Source: an optimization exercise on an open RTL-to-GDS flow (aim: small area and a short achievable clock period). Production flows keep margins and buffers that such runs may drop.
In this exercise RTL edits were held to simulation tests only and were not proved equivalent to the original.
Power and IR drop assume default switching activity.

red:
## exe_muldiv
module exe_muldiv
(
    input logic         clk, rst,
    input logic         wb_do_branch,
    input logic         ix_mul_valid,
    input logic[4:0]    ix_mul_rd,
    input logic[31:0]   ix_mul_rs1,
    input logic[31:0]   ix_mul_rs2,
    input logic[1:0]    ix_mul_op,
    input logic         ix_div_valid,
    input logic[4:0]    ix_div_rd,
    input logic[31:0]   ix_div_rs1,
    input logic[31:0]   ix_div_rs2,
    input logic[1:0]    ix_div_op,
    output logic        mul_valid,
    output logic[4:0]   mul_rd,
    output logic[31:0]  mul_result,
    output logic        div_valid,
    output logic[4:0]   div_rd,
    output logic[31:0]  div_result
);
Size in the first run: about 1600 flip-flops, roughly 220 I/O pins, ~0.092 mm2 of cells after synthesis.
==> flow/config.mk <==
export PLATFORM = sky130hd
export DESIGN_NAME = exe_muldiv
export DESIGN_NICKNAME = exe_muldiv
export VERILOG_FILES = /design/flow/design.v
export SDC_FILE = /design/flow/constraint.sdc
export NUM_CORES = 4
export LEC_CHECK = 0
export ABC_AREA = 1
export CAP_MARGIN = 20
export CORE_MARGIN = 2
export CORE_UTILIZATION = 40
export CTS_CLUSTER_DIAMETER = 100
export CTS_CLUSTER_SIZE = 30
export SETUP_SLACK_MARGIN = 5
export SLEW_MARGIN = 20
==> flow/constraint.sdc <==
create_clock -name core_clock -period 9.5 [get_ports {clk}]
set_input_delay 1.9000 -clock core_clock [delete_from_list [all_inputs] [get_ports {clk}]]
set_output_delay 1.9000 -clock core_clock [all_outputs]
set_load 0.01 [all_outputs]
run.sh (not shown) runs the stock make flow with config.mk's settings and CLKGATE_MAP_FILE= SYNTH_SCRIPT=/design/flow/synth_recipe.tcl, a recipe that flattens the netlist after the stock synthesis.
red did not stop at any stage, and its layout met the timing, design-rule and antenna checks.
diff inputs: red => green
Settings: clearing CTS_CLUSTER_SIZE, which used to be 30; clearing CTS_CLUSTER_DIAMETER, which used to be 100.
## What came out
Time the worst path needs with I/O delays and setup for green: 15 ps up relative to red. green vs. red: combinational cell fraction of total power dropped 5.0 points, final standard cell area without fillers climbed 0.0037 mm2. ~same synthesized area in green and red. green -> red: worst supply voltage drop on vdd flat. Going from red to green, global router's overall resource usage grows by 0.31 points. Post-synthesis async set-or-reset flop share: green vs red identical. Compared green against red; non-clock buffer share of cell area within noise. Looking at green and red, the final routed wire length divided by cell count is a wash.


Another version of the RTL of exe_muldiv (not shown whole).
For scale: ~17000 cells after synthesis, ~1600 flip-flops, ~220 I/O pins.
export LEC_CHECK = 0
export ABC_AREA = 1
export CAP_MARGIN = 20
export CORE_MARGIN = 2
export CORE_UTILIZATION = 40
export SETUP_SLACK_MARGIN = 5
export SLEW_MARGIN = 20
create_clock -name core_clock -period 9.5 [get_ports {clk}]
standard.sh (not shown) runs the stock make flow with config.mk's settings and CLKGATE_MAP_FILE= SYNTH_SCRIPT=/design/flow/synth_recipe.tcl, a recipe that flattens the netlist after the stock synthesis.
==> flow/flow/run.sh <==
#!/bin/bash
# The standard layout (the standard.sh, all steps), with one change to
# synthesis: no full/half-adder cell extraction (ADDER_MAP_FILE empty), so
# that ABC maps the adders into plain gates. Registers are unchanged.
set -euo pipefail
export ADDER_MAP_FILE=
bash standard.sh > standard.log 2>&1
The starting point completed without violations.
Then changed:
==> flow/run.sh (new file) <==
#!/bin/bash
# synth_recipe.tcl (not shown) runs the flow's synth.tcl, then flattens the netlist and writes it again
# the make line also repeats each setting of config.mk as NAME=value (left out here)
make -C /OpenROAD-flow-scripts/flow DESIGN_CONFIG=/design/flow/config.mk WORK_HOME=/design/flow/orfs CLKGATE_MAP_FILE= SYNTH_SCRIPT=/design/flow/synth_recipe.tcl finish
removed: flow/flow/run.sh
removed: flow/standard.sh
The changed run finished with timing, DRC and antenna clean.
Die area hardly moves.
Worst hold slack is worse by 0.020 ns.
Cell area grows by 1.6%.
Sequential power is about the same.
Fmax falls by 2.2%.
Combinational power rises by about 6%.
Worst setup slack loses 0.097 ns.
Synthesized area barely changes.
Synthesized cell count drops by 16%.
Clock skew stays flat.
Register-to-register slack degrades by 0.097 ns.


== run 5 ==
Starting RTL as in the previous note.
make LEC_CHECK=0 ABC_AREA=1 ABC_CLOCK_PERIOD_IN_PS=4000 CAP_MARGIN=20 CORE_MARGIN=2 CORE_UTILIZATION=40 SETUP_SLACK_MARGIN=5 SLEW_MARGIN=20 finish   # period 9.5 ns
run.sh (not shown) runs the stock make flow with config.mk's settings and CLKGATE_MAP_FILE= SYNTH_SCRIPT=/design/flow/synth_recipe.tcl, a recipe that flattens the netlist after the stock synthesis.
Stock flow here: none of the scripts above is used.
Run 5 was carried through to the last stage, and its layout satisfied the timing, design-rule and antenna checks.
[inputs] run 4 vs run 5
-- flow/config.mk --
<<< run 5, line 8
export ABC_AREA = 1
export ABC_CLOCK_PERIOD_IN_PS = 4000
export CAP_MARGIN = 20
>>> run 4, line 8
export ABC_AREA = 1
export CAP_MARGIN = 20
<<< run 5, line 12
export CORE_UTILIZATION = 40
export SETUP_SLACK_MARGIN = 5
export SLEW_MARGIN = 20
>>> run 4, line 11
export CORE_UTILIZATION = 40
export SLEW_MARGIN = 20
==> run notes <==
Run 4 vs run 5: transition time at the pin with the least slew margin down. Run 4 vs. run 5: final worst-path cycle share went up by 24 points. Between run 4 and run 5, the total routed wire length on the met1 layer is higher for run 5. Of run 4 and run 5, run 4 shows the lower initial antenna violation count, with run 5 above it. Changes observed in run 4 relative to run 5: data-path buffer share of cell area in the final layout dropped 1.2 points; clock period minus final worst setup slack went up 2.30 ns; delay of the slowest cell on the worst path now larger. Run 4 completed end to end with timing, DRC and antenna clean. On worst hold slack: between run 4 and run 5, it ends up higher for run 4.


RTL: one of the versions met above, not the one the previous note started from.
For scale: about 12000 cells after synthesis, about 1600 flip-flops, about 220 I/O pins, roughly 0.092 mm2 of cells after synthesis.
make LEC_CHECK=0 ABC_AREA=1 CAP_MARGIN=20 CORE_MARGIN=2 CORE_UTILIZATION=50 CTS_CLUSTER_DIAMETER=100 CTS_CLUSTER_SIZE=30 SETUP_SLACK_MARGIN=5 SLEW_MARGIN=20 finish   # period 9.5 ns
Rerun with:
- CTS_CLUSTER_DIAMETER: 100 -> unset
- CTS_CLUSTER_SIZE: 30 -> unset
- first-iteration DRC count climbs slightly
- combinational power is about the same
- routed wire length climbs slightly
- design area climbs by a few percent
- worst hold slack got worse by 21 ps
- core utilization climbs by 1.9 points
- critical path depth drops by 2
- die area does not change
- flip-flop and latch count is unchanged

separate check: timing with driven ports:
The flow's constraints put no driver on any port. The routed layouts listed below were extracted and timed again, unchanged, in two steps. Step 1: set_driving_cell puts a clkbuf_16 on clk and a buf_2 on each other input, an assumption about the parent block. Step 2 adds t to the input delays and takes it off the output delays; t is the mean of the earliest and latest rising clock arrival at the registers after step 1. Input paths then give back, and output paths get back, about the clock's delay inside the block. Three values: ideal, step 1, step 2; two values: the first two.
run	t (ns)	setup slack, ns	worst setup path at the end	slew at the worst register clock pin (ns)
red	0.835	5.106 / 5.106 / 4.435	input to register	0.11 / 0.11
green	0.927	5.091 / 5.091 / 4.426	input to register	0.07 / 0.07
the first run of note 2	0.933	5.084 / 5.084 / 4.422	input to register	0.07 / 0.07
the second run of note 2	0.930	4.987 / 4.987 / 4.987	register to register	0.07 / 0.07
run 5	0.930	4.987 / 4.987 / 4.987	register to register	0.07 / 0.07
run 4	0.916	2.690 / 2.690 / 2.690	register to register	0.07 / 0.07
the first run of note 4	0.849	5.012 / 5.012 / 4.477	input to register	0.12 / 0.12
the second run of note 4	0.899	4.965 / 4.965 / 4.344	input to register	0.07 / 0.07
After both steps every run listed still meets setup and hold. The setup slack of red, which loses most, moves by 0.000 ns with the drivers and by -0.671 ns with both steps.
